What follows belongs to an exercise in optimizing a design on an open flow for small area and few clock cycles per item; a production flow would make more cautious choices. Function was checked by simulation only, so behaviour that the tests miss may differ from the original. Power is estimated from default activity; no workload was simulated.

==> inputs of v32 <==
==> flow/design.v (excerpt) <==
module pipeline_division #(
  parameter int DIVINDED_WIDTH = 32,
  parameter int DIVISOR_WIDTH  = 32
)(
  input                           clk_i,
  input                           rst_i,
  input  [DIVINDED_WIDTH - 1 : 0] divinded_i,
  input  [DIVISOR_WIDTH - 1 : 0]  divisor_i,
  input                           valid_i,
  output                          ready_o,
  output [DIVINDED_WIDTH - 1 : 0] quotient_o,
  output [DIVISOR_WIDTH - 1 : 0]  reminder_o,
  output                          valid_o,
  input                           ready_i
);
make LEC_CHECK=0 ABC_AREA=1 CAP_MARGIN=20 CORE_MARGIN=2 CORE_UTILIZATION=45 PLACE_DENSITY=0.6 SLEW_MARGIN=20 finish   # period 5.0 ns
run.sh (not shown) runs the stock make flow with config.mk's settings and CLKGATE_MAP_FILE= SYNTH_SCRIPT=/design/flow/synth_recipe.tcl, a recipe that flattens the netlist after the stock synthesis.
==> v8: changes against v32 <==
--- a/flow/config.mk
+++ b/flow/config.mk
@@ -8,6 +8,8 @@
 export ABC_AREA = 1
 export CAP_MARGIN = 20
 export CORE_MARGIN = 2
-export CORE_UTILIZATION = 45
-export PLACE_DENSITY = 0.6
+export CORE_UTILIZATION = 65
+export CTS_BUF_LIST = sky130_fd_sc_hd__clkbuf_8
+export CTS_CLUSTER_SIZE = 20
+export PLACE_DENSITY = 0.75
 export SLEW_MARGIN = 20
==> impl_metrics.py <==
metrics = {
    "floorplan": {
        "tapCellCount": 2058,
    },
    "worst_setup_path": {
        "reg2reg_slack_ns": 0.61,
    },
    "outcome": {
        "run_status": "complete, no violations",
    },
    "pwr": {
        "switching_power_w": 0.02781,
    },
    "cells_and_area": {
        "layout_common_cells": "nand2_1, edfxtp_1, inv_1",
    },
}
(the above is from v32)
==> impl_metrics.py <==
metrics = {
    "worst_setup_path": {
        "reg2reg_slack_ns": 0.53,
    },
    "outcome": {
        "run_status": "complete, no violations",
    },
    "floorplan": {
        "tapCellCount": 1414,
    },
    "cells_and_area": {
        "layout_common_cells": "nand2_1, edfxtp_1, inv_1",
    },
    "pwr": {
        "switching_power_w": 0.02785,
    },
}
(the above is from v8)
Testbench counts of v32, summed over its fixed seeds: cycles 4,060, items 4,000.
Testbench counts of v8, summed over its fixed seeds: cycles 4,060, items 4,000.

==> 02-20: inputs <==
Another version of the RTL of pipeline_division (not shown whole).
export LEC_CHECK = 0
export ABC_AREA = 1
export CAP_MARGIN = 20
export CORE_MARGIN = 2
export CORE_UTILIZATION = 65
export CTS_BUF_LIST = sky130_fd_sc_hd__clkbuf_8
export CTS_CLUSTER_SIZE = 20
export PLACE_DENSITY = 0.75
export SLEW_MARGIN = 20
create_clock -name core_clock -period 5.0 [get_ports {clk_i}]
==> inputs of 10-22, as changes to 02-20 <==
--- a/flow/config.mk
+++ b/flow/config.mk
@@ -9,7 +9,5 @@
 export CAP_MARGIN = 20
 export CORE_MARGIN = 2
-export CORE_UTILIZATION = 65
-export CTS_BUF_LIST = sky130_fd_sc_hd__clkbuf_8
-export CTS_CLUSTER_SIZE = 20
-export PLACE_DENSITY = 0.75
+export CORE_UTILIZATION = 45
+export PLACE_DENSITY = 0.6
 export SLEW_MARGIN = 20
==> notes <==
Between 10-22 and 02-20, the lower setup slack is in 10-22 (gap 2.1 ps).
In register-to-register slack, 10-22 and 02-20 hardly differ.
Of 10-22 and 02-20, 10-22 has the higher wire length (gap 1.6%, measured against 02-20).
Against 10-22, the core utilization of 02-20 is higher by 21 points.
Testbench counts of 02-20, summed over its fixed seeds: cycles 4,060, items 4,000.
Testbench counts of 10-22, summed over its fixed seeds: cycles 4,060, items 4,000.

==> inputs of trial 29 <==
pipeline_division again, from the RTL that the note above started with.
==> flow/design.v (excerpt) <==
module pipeline_division #(
  parameter int DIVINDED_WIDTH = 32,
  parameter int DIVISOR_WIDTH  = 32
)(
  input                           clk_i,
  input                           rst_i,
  input  [DIVINDED_WIDTH - 1 : 0] divinded_i,
  input  [DIVISOR_WIDTH - 1 : 0]  divisor_i,
  input                           valid_i,
  output                          ready_o,
  output [DIVINDED_WIDTH - 1 : 0] quotient_o,
  output [DIVISOR_WIDTH - 1 : 0]  reminder_o,
  output                          valid_o,
  input                           ready_i
);
Settings: LEC_CHECK=0, ABC_AREA=1, CAP_MARGIN=20, CORE_MARGIN=2, CORE_UTILIZATION=65, CTS_BUF_LIST=sky130_fd_sc_hd__clkbuf_8, CTS_CLUSTER_DIAMETER=80, CTS_CLUSTER_SIZE=16, PLACE_DENSITY=0.75, SLEW_MARGIN=20; clock period 5.0 ns.
==> build 51: changes against trial 29 <==
Settings changed: CTS_BUF_LIST sky130_fd_sc_hd__clkbuf_8 to sky130_fd_sc_hd__clkbuf_4, CTS_CLUSTER_DIAMETER 80 to not set.
==> results.tsv <==
metric	value	unit
status	no timing/DRC/antenna violations	
grt_pass1_vias	44900	
drive_gt1_frac	0.0549	
cp_max_fo	13	
clk_transition_reported_paths	0.09	ns
crit_start	dv_3[0]$_DFFE_PP_	
met3_length	3600	µm
sw_frac_of_total	0.451	
met1_usage	0.252	
r2r-end	rem_4[7]$_DFFE_PP_	
crit_arrival	5.07	ns
The numbers above come from trial 29.

==> results.tsv <==
metric	value	unit
grt_pass1_vias	47300	
crit_arrival	5.49	ns
synthMuxAreaShare	0.00190	
status	no timing/DRC/antenna violations	
met3_length	4100	µm
startpoint_type	register	
maxCapViolCount	0	
cp.required	5.86	ns
post_cts_buffers	0	
r2r-end	rem_9[13]$_DFFE_PP_	
drive_gt1_frac	0.0980	
synth_fa_ha_area_frac	0.000977	
cp_top_family	simple AND/OR/NAND/NOR gates	
crit_start	dv_8[3]$_DFFE_PP_	
seq_area	36300	µm²
met1_usage	0.251	
clk_transition_reported_paths	0.06	ns
sw_frac_of_total	0.437	
yosys.area.top_type	edfxtp_1	
cp_max_fo	19	
The numbers above come from build 51.

Testbench counts of trial 29, summed over its fixed seeds: cycles 4,060, items 4,000.
Testbench counts of build 51, summed over its fixed seeds: cycles 4,060, items 4,000.

==> inputs of run a <==
Another version of the RTL of pipeline_division (not shown whole).
==> flow/design.v (excerpt) <==
module pipeline_division #(
  parameter int DIVINDED_WIDTH = 32,
  parameter int DIVISOR_WIDTH  = 32
)(
  input                           clk_i,
  input                           rst_i,
  input  [DIVINDED_WIDTH - 1 : 0] divinded_i,
  input  [DIVISOR_WIDTH - 1 : 0]  divisor_i,
  input                           valid_i,
  output                          ready_o,
  output [DIVINDED_WIDTH - 1 : 0] quotient_o,
  output [DIVISOR_WIDTH - 1 : 0]  reminder_o,
  output                          valid_o,
  input                           ready_i
);
logic [5:0] rem_0, rem_0_d;
logic [31:0] sh_0, sh_0_d;
logic [31:0] dv_0;
logic [9:0] rem_1, rem_1_d;
logic [31:0] sh_1, sh_1_d;
logic [31:0] dv_1;
logic [12:0] rem_2, rem_2_d;
logic [31:0] sh_2, sh_2_d;
logic [31:0] dv_2;
logic [15:0] rem_3, rem_3_d;
logic [31:0] sh_3, sh_3_d;
logic [31:0] dv_3;
logic [17:0] rem_4, rem_4_d;
logic [31:0] sh_4, sh_4_d;
logic [31:0] dv_4;
logic [19:0] rem_5, rem_5_d;
logic [31:0] sh_5, sh_5_d;
logic [31:0] dv_5;
logic [21:0] rem_6, rem_6_d;
logic [31:0] sh_6, sh_6_d;
logic [31:0] dv_6;
logic [23:0] rem_7, rem_7_d;
logic [31:0] sh_7, sh_7_d;
logic [31:0] dv_7;
logic [25:0] rem_8, rem_8_d;
logic [31:0] sh_8, sh_8_d;
logic [31:0] dv_8;
logic [27:0] rem_9, rem_9_d;
logic [31:0] sh_9, sh_9_d;
logic [31:0] dv_9;
logic [29:0] rem_10, rem_10_d;
logic [31:0] sh_10, sh_10_d;
logic [31:0] dv_10;
logic [31:0] rem_11, rem_11_d;
logic [31:0] sh_11, sh_11_d;
logic [31:0] dv_11;
logic [11:0] vld;
assign ready_o = !vld[11] || ready_i;
assign valid_o = vld[11];
always_ff @( posedge clk_i, posedge rst_i )
  if( rst_i )
    vld <= 12'( 0 );
  else
    if( ready_o )
      vld <= { vld[10:0], valid_i };
pipeline_division_steps_1_6 u_steps_0 ( .sh_i( divinded_i ), .dv_i( divisor_i ), .rem_o( rem_0_d ), .sh_o( sh_0_d ) );
always_ff @( posedge clk_i )
  if( ready_o )
    begin
      rem_0 <= rem_0_d;
      sh_0  <= sh_0_d;
      dv_0  <= divisor_i;
    end
  ...
Settings: LEC_CHECK=0, ABC_AREA=1, CAP_MARGIN=20, CORE_MARGIN=2, CORE_UTILIZATION=65, CTS_BUF_LIST=sky130_fd_sc_hd__clkbuf_8, CTS_CLUSTER_DIAMETER=80, CTS_CLUSTER_SIZE=16, PLACE_DENSITY=0.75, SLEW_MARGIN=20, SYNTH_HIERARCHICAL=1; clock period 5.0 ns.
==> run b: changes against run a <==
--- a/flow/config.mk
+++ b/flow/config.mk
@@ -10,8 +10,7 @@
 export CORE_MARGIN = 2
 export CORE_UTILIZATION = 65
 export CTS_BUF_LIST = sky130_fd_sc_hd__clkbuf_8
-export CTS_CLUSTER_DIAMETER = 80
-export CTS_CLUSTER_SIZE = 16
+export CTS_CLUSTER_SIZE = 20
 export PLACE_DENSITY = 0.75
 export SLEW_MARGIN = 20
 export SYNTH_HIERARCHICAL = 1
==> impl_results.md <==
- P_sw: 21.9 mW
- Share of cells above drive strength 1: 11.5%
- Status: no timing/DRC/antenna violations
- Number of multi-input logic gates: 5133
- Number of global-route vias before repair: 45300
- Hold Startpoint: sh_6[25]
- Power Clock: 6.83 mW
- Commonest cells after routing, fill and taps aside: nand2_1, edfxtp_1, inv_1
- WP buf/inv: 5
- Routed wire length: 128000 um
- Fill cell count: 6747
- Global-route wire length before repair: 207000 um
# the run above: run b

==> impl_results.md <==
- Number of global-route vias before repair: 44400
- WP buf/inv: 6
- Power Clock: 4.15 mW
- Share of cells above drive strength 1: 10.3%
- Initial antenna violation count: 2
- Number of multi-input logic gates: 5134
- Status: no timing/DRC/antenna violations
- Fill cell count: 6977
- Hold Startpoint: sh_10[5]
- Commonest cells after routing, fill and taps aside: nand2_1, edfxtp_1, inv_1
- P_sw: 21.2 mW
- Global-route wire length before repair: 204000 um
# the run above: run a

Testbench counts of run a, summed over its fixed seeds: cycles 4,048, items 4,000.
Testbench counts of run b, summed over its fixed seeds: cycles 4,048, items 4,000.

## afterwards: timing with drivers on the ports
How much do the figures lean on ideal ports? The routed layouts below were timed once more, with nothing changed but the port constraints.
Step 1 assumes that a clkbuf_16 drives the clock port and a buf_2 every other input.
Step 2 moves the port delays by t, midway between the first and last clock arrival at a register: inputs arrive t later, outputs are due t later. That takes back most of the time a late clock gives input paths.
a / b / c = no drivers / after step 1 / after step 2; a / b = the first two.
run | t, ns | setup WS [ns] | hold slack, ns | worst register clock-pin slew, ns | worst slew at a driven data input, ns
v32 | 0.852 | 0.129 / 0.049 / 0.612 | 0.390 / 0.390 / 0.390 | 0.07 / 0.07 | 0.05
v8 | 0.951 | 0.124 / 0.052 / 0.531 | 0.367 / 0.367 / 0.367 | 0.07 / 0.07 | 0.09
02-20 | 0.940 | 0.475 / 0.475 / -0.187 | 0.393 / 0.393 / 0.393 | 0.07 / 0.07 | 0.07
10-22 | 0.835 | 0.473 / 0.473 / 0.132 | 0.396 / 0.396 / 0.396 | 0.06 / 0.06 | 0.05
trial 29 | 0.862 | 0.465 / 0.465 / -0.171 | 0.390 / 0.390 / 0.390 | 0.11 / 0.11 | 0.07
build 51 | 1.203 | 0.367 / 0.367 / -0.067 | 0.162 / 0.108 / 0.370 | 0.08 / 0.08 | 0.07
run a | 0.796 | 0.148 / 0.148 / -0.099 | 0.401 / 0.401 / 0.401 | 0.11 / 0.11 | 0.05
run b | 0.892 | 0.172 / 0.172 / -0.101 | 0.387 / 0.387 / 0.387 | 0.07 / 0.07 | 0.06
With both steps, setup timing fails in 5 of these runs, where it was met with ideal ports. The setup slack of 02-20, which loses most, moves by 0.000 ns with the drivers and by -0.662 ns with both steps.
